From an optimization exercise on the open Yosys and OpenROAD flow, aimed at small area and a short achievable clock period; shortcuts taken in it are not production practice.
Only simulation tests tie the RTL to the original design; equivalence was not proved.
No activity file was given, so power comes from the tool's default toggle rates.

// adder_32bit
module adder_32bit(
    input clk,
    input rst,
    input [31:0] i_a,
    input [31:0] i_b,
    input i_vld,
    output [31:0] o_res,
    output reg o_res_vld,
    output overflow
);
wire sign_a = i_a[31];
wire sign_b = i_b[31];
wire        a_ge_b;
wire [7:0]  exp_x;
wire [22:0] frac_x;
wire [23:0] man_x, al_man_y;
wire [24:0] res;
CompareAndShift32Bit u_CompareAndShift32Bit (
    .a(i_a[30:0]),
    .b(i_b[30:0]),
    .a_ge_b(a_ge_b),
    .exp_x(exp_x),
    .frac_x(frac_x),
    .man_x(man_x),
    .al_man_y(al_man_y)
);
Addition32Bit u_Addition32Bit (
    .sub(sign_a ^ sign_b),
    .x(man_x),
    .y(al_man_y),
    .res(res)
);
wire exp_a_max = &i_a[30:23];
wire exp_b_max = &i_b[30:23];
wire special   = exp_a_max | exp_b_max;
wire nan_res   = (|frac_x) | (exp_a_max & exp_b_max & (sign_a ^ sign_b));
wire x_zero    = (exp_x == 8'd0) & (frac_x == 23'd0);
wire sign_res  = a_ge_b ? (sign_a & ~x_zero) : sign_b;
reg [24:0] r_res;
reg [7:0]  r_exp;
reg        r_sign, r_nan;
always @(posedge clk or posedge rst) begin
    if (rst) begin
        r_res <= 25'b0;
        r_exp <= 8'b0;
        r_sign <= 1'b0;
        r_nan <= 1'b0;
        o_res_vld <= 1'b0;
    end else begin
        r_res <= res;
        r_exp <= exp_x;
        r_sign <= sign_res & ~(special & nan_res);
        r_nan <= special & nan_res;
        o_res_vld <= i_vld;
  ...
For scale: roughly 1400 cells after synthesis, ~100 I/O pins, roughly 7700 um2 of cells after synthesis.
Settings: LEC_CHECK=0, ABC_AREA=1, CAP_MARGIN=20, CORE_MARGIN=2, CORE_UTILIZATION=40, CTS_BUF_LIST=sky130_fd_sc_hd__clkbuf_2 sky130_fd_sc_hd__clkbuf_4, PLACE_DENSITY=0.75, SLEW_MARGIN=20; clock period 40.0 ns.
standard.sh (not shown) runs the stock make flow with config.mk's settings and CLKGATE_MAP_FILE= SYNTH_SCRIPT=/design/flow/synth_recipe.tcl, a recipe that flattens the netlist after the stock synthesis.
==> flow/flow/run.sh <==
#!/bin/bash
# The standard ORFS layout with these changes:
#  - ABC's area script without its upsize step (the layout's timing repair
#    sizes the critical paths instead),
#  - plain buf_1 cells as the port buffers,
#  - timing repair aimed at setup slack >= 27.3 ns.
set -euo pipefail
rm -rf scripts_custom
cp -r "$FLOW_HOME/scripts" scripts_custom
printf '%s\n' strash dch 'map -B 0.9' topo 'stime -c' 'buffer -c' 'dnsize -c' > scripts_custom/abc_area.script
bash standard.sh SCRIPTS_DIR="$PWD/scripts_custom" \
    BUFFER_PORTS_ARGS="-buffer_cell sky130_fd_sc_hd__buf_1" \
    SETUP_SLACK_MARGIN=27.3 finish > make_finish.log 2>&1
Edit:
==> flow/flow/run.sh (replaced) <==
#!/bin/bash
# The standard ORFS layout with two changes:
#  - plain buf_1 cells as the port buffers,
#  - timing repair aimed at setup slack >= 27 ns.
set -euo pipefail
bash standard.sh BUFFER_PORTS_ARGS="-buffer_cell sky130_fd_sc_hd__buf_1" \
    SETUP_SLACK_MARGIN=27 finish > make_finish.log 2>&1
--- a/flow/config.mk
+++ b/flow/config.mk
@@ -6,5 +6,5 @@
 export NUM_CORES = 4
 export LEC_CHECK = 0
-export ABC_AREA = 1
+export ABC_AREA = 0
 export CAP_MARGIN = 20
 export CORE_MARGIN = 2
=> The changed run ran to the end with no violations; worst setup slack got worse by 0.51 ns; clock power barely changes; final cell count fell by 3.3%; core utilization rose by 3.7 points; global-route usage rose by 5.8 points; sequential share of layout area fell by 2.2 points; synthesized area rose by 20%; total power rose by about 17%; cell area rose by about 30%; wire length rose by 50%; via count rose by 17%.
Edit:
==> flow/flow/run.sh (replaced) <==
#!/bin/bash
# The standard ORFS layout with these changes:
#  - ABC's area script without its upsize step (the layout's timing repair
#    sizes the critical paths instead),
#  - plain buf_1 cells as the port buffers,
#  - timing repair aimed at setup slack >= 27 ns.
set -euo pipefail
rm -rf scripts_custom
cp -r "$FLOW_HOME/scripts" scripts_custom
printf '%s\n' strash dch 'map -B 0.9' topo 'stime -c' 'buffer -c' 'dnsize -c' > scripts_custom/abc_area.script
bash standard.sh SCRIPTS_DIR="$PWD/scripts_custom" \
    BUFFER_PORTS_ARGS="-buffer_cell sky130_fd_sc_hd__buf_1" \
    SETUP_SLACK_MARGIN=27 finish > make_finish.log 2>&1
--- a/flow/config.mk
+++ b/flow/config.mk
@@ -6,5 +6,5 @@
 export NUM_CORES = 4
 export LEC_CHECK = 0
-export ABC_AREA = 0
+export ABC_AREA = 1
 export CAP_MARGIN = 20
 export CORE_MARGIN = 2
Outcome: The new run finished with timing, DRC and antenna clean; die area drops by 16%; setup slack is better by 0.38 ns; synthesized cell count goes up by about 10%; maximum frequency grows by 3.0%; final cell count came out higher by about 2.3%; via count decreases by 17%.
Edit:
==> flow/flow/run.sh (replaced) <==
#!/bin/bash
# The standard ORFS layout with these changes:
#  - plain buf_1 cells as the port buffers,
#  - timing repair aimed at setup slack >= MARGIN ns,
#  - after the repair at global route, cells are downsized where the setup
#    slack stays >= MARGIN ns (recover_power, with the margin applied as
#    setup clock uncertainty only while it runs).
set -euo pipefail
MARGIN=27
rm -rf scripts_custom
cp -r "$FLOW_HOME/scripts" scripts_custom
python3 - scripts_custom/util.tcl <<'PY'
import sys
p = sys.argv[1]
s = open(p).read()
old = "  log_cmd repair_timing {*}$additional_args\n  report_tns\n  report_wns\n  report_power\n}"
assert old in s
new = ("  set_clock_uncertainty $::env(SETUP_SLACK_MARGIN) -setup [all_clocks]\n"
       "  log_cmd repair_timing {*}$additional_args\n"
       "  set_clock_uncertainty 0 -setup [all_clocks]\n"
       "  report_tns\n  report_wns\n  report_power\n}")
open(p, "w").write(s.replace(old, new))
PY
bash standard.sh SCRIPTS_DIR="$PWD/scripts_custom" \
    BUFFER_PORTS_ARGS="-buffer_cell sky130_fd_sc_hd__buf_1" \
    SETUP_SLACK_MARGIN=$MARGIN RECOVER_POWER=100 finish > make_finish.log 2>&1
--- a/flow/config.mk
+++ b/flow/config.mk
@@ -11,4 +11,3 @@
 export CORE_UTILIZATION = 40
 export CTS_BUF_LIST = sky130_fd_sc_hd__clkbuf_2 sky130_fd_sc_hd__clkbuf_4
-export PLACE_DENSITY = 0.75
 export SLEW_MARGIN = 20
With this change the flow completed, yet does not pass: max-capacitance violations, max-slew violations; total power is higher by 1.8%; cell area climbs by about 1.1%; clock power stays flat; synthesized area goes up by about 5.4%; wire length goes up by about 10%; non-clock buffer count came out lower by 11; worst setup slack is worse by 0.051 ns; core utilization falls by 2.5 points; first-iteration DRC count fell by 1.1%.
Edit:
==> flow/flow/run.sh (replaced) <==
#!/bin/bash
# The standard ORFS layout with these changes:
#  - ABC's area script without its upsize step (the layout's timing repair
#    sizes the critical paths instead),
#  - plain buf_1 cells as the port buffers,
#  - timing repair aimed at setup slack >= 27 ns.
set -euo pipefail
rm -rf scripts_custom
cp -r "$FLOW_HOME/scripts" scripts_custom
printf '%s\n' strash dch 'map -B 0.9' topo 'stime -c' 'buffer -c' 'dnsize -c' > scripts_custom/abc_area.script
bash standard.sh SCRIPTS_DIR="$PWD/scripts_custom" \
    BUFFER_PORTS_ARGS="-buffer_cell sky130_fd_sc_hd__buf_1" \
    SETUP_SLACK_MARGIN=27 finish > make_finish.log 2>&1
--- a/flow/config.mk
+++ b/flow/config.mk
@@ -11,3 +11,4 @@
 export CORE_UTILIZATION = 40
 export CTS_BUF_LIST = sky130_fd_sc_hd__clkbuf_2 sky130_fd_sc_hd__clkbuf_4
+export PLACE_DENSITY = 0.65
 export SLEW_MARGIN = 20
Result: This time the run completed without violations. Via count grows by 1.8%. Total power grows by 1.6%. Design area barely changes. Sequential cell count is unchanged. Combinational power hardly moves. Synthesized cell count does not change. Utilization grows by 3.0 points. Non-clock buffer count grows by 17. Wire length shrinks by 4.5%. Worst setup slack degrades by 0.080 ns. First-iteration DRC count shrinks by 22%.
Edit:
==> flow/flow/run.sh (replaced) <==
#!/bin/bash
# The standard ORFS layout with three changes:
#  - plain buf_1 cells as the port buffers,
#  - timing repair aimed at setup slack >= 27 ns,
#  - no gate cloning during timing repair.
set -euo pipefail
bash standard.sh BUFFER_PORTS_ARGS="-buffer_cell sky130_fd_sc_hd__buf_1" \
    SETUP_SLACK_MARGIN=27 SKIP_GATE_CLONING=1 finish > make_finish.log 2>&1
--- a/flow/config.mk
+++ b/flow/config.mk
@@ -11,4 +11,3 @@
 export CORE_UTILIZATION = 40
 export CTS_BUF_LIST = sky130_fd_sc_hd__clkbuf_2 sky130_fd_sc_hd__clkbuf_4
-export PLACE_DENSITY = 0.65
 export SLEW_MARGIN = 20
- worst setup slack gains 0.064 ns
- synthesized cell count stays the same
- area after synthesis went up by 5.4%
- power shrinks by 1.5%
- via count goes down by about 1.7%
- worst hold slack gets better by 0.027 ns
- first-iteration DRC count grows by about 25%
- clock-buffer cell count is lower by 1
- cell count falls by about 0.9%

-- re-timing with driven ports --
No port has a modelled driver above. Below, the same layouts with a new extraction and two added sets of constraints. Step 1: set_driving_cell puts a clkbuf_16 on clk and a buf_2 on each other input, an assumption about the parent block. Step 2, shift: input delay + t, output delay - t, t = (earliest + latest rising clock arrival at the registers) / 2. This alone moves slack from input paths to output paths. Three values: ideal ports, drivers, drivers and shift; two values: the first two.
run | t, ns | setup WS [ns] | hold WS [ns] | slew at the worst register clock pin (ns) | worst data-port slew with drivers (ns)
the first run | 0.349 | 27.603 / 27.597 / 27.257 | 7.466 / 7.462 / 7.811 | 0.10 / 0.10 | 0.04
the second run | 0.362 | 27.090 / 27.100 / 26.738 | 7.695 / 7.691 / 8.053 | 0.10 / 0.10 | 0.05
the third run | 0.349 | 27.468 / 27.463 / 27.123 | 7.466 / 7.462 / 7.811 | 0.10 / 0.10 | 0.04
the fourth run | 0.366 | 27.417 / 27.383 / 27.092 | 7.481 / 7.476 / 7.842 | 0.09 / 0.09 | 0.04
the fifth run | 0.359 | 27.337 / 27.339 / 26.980 | 7.456 / 7.449 / 7.808 | 0.10 / 0.10 | 0.04
the sixth run | 0.366 | 27.400 / 27.366 / 27.098 | 7.483 / 7.477 / 7.843 | 0.09 / 0.09 | 0.04
For the fifth run, which loses most, drivers alone change the setup slack by +0.002 ns; drivers and shift together by -0.357 ns.
